Background: an optimization exercise with open tools, aiming at small area. Do not read the settings as production practice.
Function was checked by simulation only, so behaviour that the tests miss may differ from the original.
No driver is modelled on the clock port, so clocking that relies on it looks cheaper here than on a real chip.
Power and IR drop assume default switching activity.

== nickel ==
Design INTC, start of the top module:
module INTC
(
    input   wire            clk,
    input   wire            rst_n,
    output  wire[31:0]      data_out,
    input   wire[62:0]      set_in,
    input   wire[62:0]      en_in,
    input   wire            reset_in,
    output  wire[30:0]      intc_int_en
);
    reg  [62:0] lat;
    reg  [5:0]  dreg;
    wire [62:0] nxt;
    wire [5:0]  cur;
    wire [63:0] a, na, sp, nsp;
    wire [62:0] q;
    wire        rn;
    wire [13:0] ga, gs;
    INTC_inv u_rn (.a(reset_in), .y(rn));
    INTC_inv u_a1 (.a(lat[0]), .y(na[1]));
    INTC_ornb u_a2 (.a(lat[1]), .bn(na[1]), .y(a[2]));
    INTC_nor2 u_a3 (.a(a[2]), .b(lat[2]), .y(na[3]));
    INTC_ornb u_a4 (.a(lat[3]), .bn(na[3]), .y(a[4]));
    INTC_nor2 u_a5 (.a(a[4]), .b(lat[4]), .y(na[5]));
    INTC_ornb u_a6 (.a(lat[5]), .bn(na[5]), .y(a[6]));
    INTC_nor2 u_a7 (.a(a[6]), .b(lat[6]), .y(na[7]));
    INTC_nor2 u_a9 (.a(a[8]), .b(lat[8]), .y(na[9]));
    INTC_ornb u_a10 (.a(lat[9]), .bn(na[9]), .y(a[10]));
    INTC_nor2 u_a11 (.a(a[10]), .b(lat[10]), .y(na[11]));
    INTC_ornb u_a12 (.a(lat[11]), .bn(na[11]), .y(a[12]));
    INTC_nor2 u_a13 (.a(a[12]), .b(lat[12]), .y(na[13]));
    INTC_ornb u_a14 (.a(lat[13]), .bn(na[13]), .y(a[14]));
    INTC_nor2 u_a15 (.a(a[14]), .b(lat[14]), .y(na[15]));
    INTC_nor2 u_a17 (.a(a[16]), .b(lat[16]), .y(na[17]));
    INTC_ornb u_a18 (.a(lat[17]), .bn(na[17]), .y(a[18]));
    INTC_nor2 u_a19 (.a(a[18]), .b(lat[18]), .y(na[19]));
    INTC_ornb u_a20 (.a(lat[19]), .bn(na[19]), .y(a[20]));
    INTC_nor2 u_a21 (.a(a[20]), .b(lat[20]), .y(na[21]));
    INTC_ornb u_a22 (.a(lat[21]), .bn(na[21]), .y(a[22]));
    INTC_nor2 u_a23 (.a(a[22]), .b(lat[22]), .y(na[23]));
    INTC_nor2 u_a25 (.a(a[24]), .b(lat[24]), .y(na[25]));
    INTC_ornb u_a26 (.a(lat[25]), .bn(na[25]), .y(a[26]));
    INTC_nor2 u_a27 (.a(a[26]), .b(lat[26]), .y(na[27]));
    INTC_ornb u_a28 (.a(lat[27]), .bn(na[27]), .y(a[28]));
    INTC_nor2 u_a29 (.a(a[28]), .b(lat[28]), .y(na[29]));
    INTC_ornb u_a30 (.a(lat[29]), .bn(na[29]), .y(a[30]));
    INTC_nor2 u_a31 (.a(a[30]), .b(lat[30]), .y(na[31]));
    INTC_nor2 u_a33 (.a(a[32]), .b(lat[32]), .y(na[33]));
  ...
Size in the first run: roughly 540 cells after synthesis, roughly 190 I/O pins, about 0.0044 mm² of cells after synthesis.
==> flow/config.mk <==
export PLATFORM = sky130hd
export DESIGN_NAME = INTC
export DESIGN_NICKNAME = INTC
export VERILOG_FILES = /design/flow/design.v
export SDC_FILE = /design/flow/constraint.sdc
export NUM_CORES = 4
export LEC_CHECK = 0
export CAP_MARGIN = 20
export CORE_AREA = 3 3 83 83
export DIE_AREA = 0 0 86 86
export PLACE_DENSITY = 0.85
export SLEW_MARGIN = 20
export SYNTH_HIERARCHICAL = 1
==> flow/constraint.sdc <==
create_clock -name core_clock -period 6.5 [get_ports {clk}]
set_input_delay 1.3000 -clock core_clock [delete_from_list [all_inputs] [get_ports {clk}]]
set_output_delay 1.3000 -clock core_clock [all_outputs]
set_load 0.01 [all_outputs]
standard.sh (not shown) runs the stock make flow with config.mk's settings and CLKGATE_MAP_FILE= SYNTH_SCRIPT=/design/flow/synth_recipe.tcl, a recipe that flattens the netlist after the stock synthesis.
==> flow/flow/run.sh <==
#!/bin/bash
# Standard layout, with three changes: after the standard synthesis every
# combinational cell is set to its smallest drive strength (the later repair
# steps size up what timing needs), ports get the smallest buffer, and the
# clock tree uses small buffers without dummy loads.
set -euo pipefail
export BUFFER_PORTS_ARGS="-buffer_cell sky130_fd_sc_hd__buf_1"
export CTS_ARGS="-sink_clustering_enable -repair_clock_nets -buf_list sky130_fd_sc_hd__clkbuf_4 -dont_use_dummy_load"
export POST_CTS_TCL="$PWD/flow/post_cts.tcl"
R=orfs/results/$FLOW_PLATFORM/INTC/base
bash standard.sh synth > synth.log 2>&1
IN_ODB=$R/1_synth.odb OUT_ODB=$R/1_synth.odb openroad -no_init -exit flow/downsize.tcl > downsize.log 2>&1
touch $R/1_synth.sdc
bash standard.sh > standard.log 2>&1
==> flow/flow/post_cts.tcl <==
# After clock tree synthesis: give a clock buffer the next drive strength when
# the estimated slew at its flip-flop clock pins is high, then re-legalize.
estimate_parasitics -placement
set n 0
foreach c [get_cells -filter "ref_name == sky130_fd_sc_hd__clkbuf_4"] {
  set out [get_pins -of_objects $c -filter "direction == output"]
  set w 0
  foreach p [get_pins -of_objects [get_nets -of_objects $out] -filter "direction == input"] {
    set s [get_property $p slew_max]
    if {$s > $w} { set w $s }
  }
  if {$w > 0.085} {
    replace_cell $c sky130_fd_sc_hd__clkbuf_8
    incr n
  }
}
puts "post_cts: $n clock buffers sized up"
if {$n > 0} {
  detailed_placement
  check_placement -verbose
  estimate_parasitics -placement
}
Other scripts of this flow, unchanged in this note and not shown: flow/flow/downsize.tcl
Both conditions hold for nickel: the flow ran to the end and the final layout passed the timing, DRC and antenna checks.
Modified inputs, lagoon compared to nickel
# nickel
export LEC_CHECK = 0
export CAP_MARGIN = 20
export CORE_AREA = 3 3 83 83
export DIE_AREA = 0 0 86 86
export PLACE_DENSITY = 0.85
export SLEW_MARGIN = 20
export SYNTH_HIERARCHICAL = 1
create_clock -name core_clock -period 6.5 [get_ports {clk}]
# lagoon
export LEC_CHECK = 0
export CAP_MARGIN = 20
export CORE_AREA = 3 3 83 83
export DIE_AREA = 0 0 86 86
export GPL_TIMING_DRIVEN = 0
export PLACE_DENSITY = 0.85
export SLEW_MARGIN = 20
export SYNTH_HIERARCHICAL = 1
create_clock -name core_clock -period 6.5 [get_ports {clk}]
diff --git a/flow/flow/run.sh b/flow/flow/run.sh
--- a/flow/flow/run.sh
+++ b/flow/flow/run.sh
@@ -4,3 +4,4 @@
 # steps size up what timing needs), ports get the smallest buffer, and the
-# clock tree uses small buffers without dummy loads.
+# clock tree uses small buffers without dummy loads (post_cts.tcl sizes up
+# the ones whose clock pins would switch too slowly).
 set -euo pipefail
diff --git a/flow/flow/post_cts.tcl b/flow/flow/post_cts.tcl
--- a/flow/flow/post_cts.tcl
+++ b/flow/flow/post_cts.tcl
@@ -11,3 +11,3 @@
   }
-  if {$w > 0.085} {
+  if {$w > 0.105} {
     replace_cell $c sky130_fd_sc_hd__clkbuf_8
## What came out
Changes observed in lagoon relative to nickel: global-route usage increased 2.3 points, post-route total power increased 0.56%, number of cells on the critical path increased 1.
Edits applied to the flow inputs when going from lagoon to raven:
# lagoon
export LEC_CHECK = 0
export CAP_MARGIN = 20
export CORE_AREA = 3 3 83 83
export DIE_AREA = 0 0 86 86
export GPL_TIMING_DRIVEN = 0
export PLACE_DENSITY = 0.85
export SLEW_MARGIN = 20
export SYNTH_HIERARCHICAL = 1
create_clock -name core_clock -period 6.5 [get_ports {clk}]
# raven
export LEC_CHECK = 0
export CAP_MARGIN = 20
export CORE_AREA = 3 3 83 83
export DIE_AREA = 0 0 86 86
export PLACE_DENSITY = 0.85
export SLEW_MARGIN = 20
export SYNTH_HIERARCHICAL = 1
create_clock -name core_clock -period 6.5 [get_ports {clk}]
==> flow/flow/run.sh <==
#!/bin/bash
# Standard layout, with three changes: after the standard synthesis every
# combinational cell is set to its smallest drive strength (the later repair
# steps size up what timing needs), ports get the smallest buffer, and the
# clock tree uses small buffers without dummy loads.
set -euo pipefail
export BUFFER_PORTS_ARGS="-buffer_cell sky130_fd_sc_hd__buf_1"
export CTS_ARGS="-sink_clustering_enable -repair_clock_nets -buf_list sky130_fd_sc_hd__clkbuf_4 -root_buf sky130_fd_sc_hd__clkbuf_8 -dont_use_dummy_load"
R=orfs/results/$FLOW_PLATFORM/INTC/base
bash standard.sh synth > synth.log 2>&1
IN_ODB=$R/1_synth.odb OUT_ODB=$R/1_synth.odb openroad -no_init -exit flow/downsize.tcl > downsize.log 2>&1
touch $R/1_synth.sdc
bash standard.sh > standard.log 2>&1
removed: flow/flow/post_cts.tcl
Findings:
raven: flow completed, timing, DRC and antenna clean. In the route summary, raven ends up with a via count below that of lagoon. Delta (raven minus lagoon): fraction of the cycle the final worst path needs moved down; via count of the first global-routing pass fell about 8%; sum of routed wire length over all layers now smaller; power spent charging and discharging nets shows a reduction of 0.0000073 W. Power in combinational cells for raven is lower than for lagoon. Summary of raven over lagoon: fmax went up by 1.7%, non-clock buffer count decreased about 27%.
> inputs changed (raven -> fjord)
diff --git a/flow/flow/run.sh b/flow/flow/run.sh
--- a/flow/flow/run.sh
+++ b/flow/flow/run.sh
@@ -4,6 +4,8 @@
 # steps size up what timing needs), ports get the smallest buffer, and the
-# clock tree uses small buffers without dummy loads.
+# clock tree uses small buffers without dummy loads (post_cts.tcl sizes up
+# the ones whose clock pins would switch too slowly).
 set -euo pipefail
 export BUFFER_PORTS_ARGS="-buffer_cell sky130_fd_sc_hd__buf_1"
-export CTS_ARGS="-sink_clustering_enable -repair_clock_nets -buf_list sky130_fd_sc_hd__clkbuf_4 -root_buf sky130_fd_sc_hd__clkbuf_8 -dont_use_dummy_load"
+export CTS_ARGS="-sink_clustering_enable -repair_clock_nets -buf_list sky130_fd_sc_hd__clkbuf_4 -dont_use_dummy_load"
+export POST_CTS_TCL="$PWD/flow/post_cts.tcl"
 R=orfs/results/$FLOW_PLATFORM/INTC/base
==> flow/flow/post_cts.tcl (new file) <==
# After clock tree synthesis: give a clock buffer the next drive strength when
# the estimated slew at its flip-flop clock pins is high, then re-legalize.
estimate_parasitics -placement
set n 0
foreach c [get_cells -filter "ref_name == sky130_fd_sc_hd__clkbuf_4"] {
  set out [get_pins -of_objects $c -filter "direction == output"]
  set w 0
  foreach p [get_pins -of_objects [get_nets -of_objects $out] -filter "direction == input"] {
    set s [get_property $p slew_max]
    if {$s > $w} { set w $s }
  }
  if {$w > 0.105} {
    replace_cell $c sky130_fd_sc_hd__clkbuf_8
    incr n
  }
}
puts "post_cts: $n clock buffers sized up"
if {$n > 0} {
  detailed_placement
  check_placement -verbose
  estimate_parasitics -placement
}
--- outcome ---
fjord: done, clean on timing, DRC and antenna. Taking raven as the reference, in fjord relative contribution of combinational cells to total power went up by 1.5 points, clock buffer count in the final layout was more or less identical. Higher clock period minus final worst setup slack goes to fjord over raven.

## static timing again, ports no longer ideal
No port has a modelled driver above. Below, the same layouts with a new extraction and two added sets of constraints.
Step 1 (the two cells are an assumption about what drives the block):
set clk [get_ports {clk}]
set_driving_cell -lib_cell sky130_fd_sc_hd__clkbuf_16 $clk
set_driving_cell -lib_cell sky130_fd_sc_hd__buf_2 [delete_from_list [all_inputs] $clk]
Step 2, shift: input delay + t, output delay - t, t = (earliest + latest rising clock arrival at the registers) / 2. This alone moves slack from input paths to output paths.
Slacks: ideal ports / drivers / drivers and shift; pairs: ideal ports / drivers.
| run | t, ns | setup WS [ns] | cell pins on the clock port's net |
|---|---|---|---|
| nickel | 0.364 | 0.445 / 0.415 / 0.779 | 1 |
| lagoon | 0.356 | 0.324 / 0.294 / 0.380 | 1 |
| raven | 0.372 | 0.428 / 0.397 / 0.768 | 1 |
| fjord | 0.366 | 0.420 / 0.389 / 0.756 | 1 |
After both steps setup and hold are still met in every run listed.
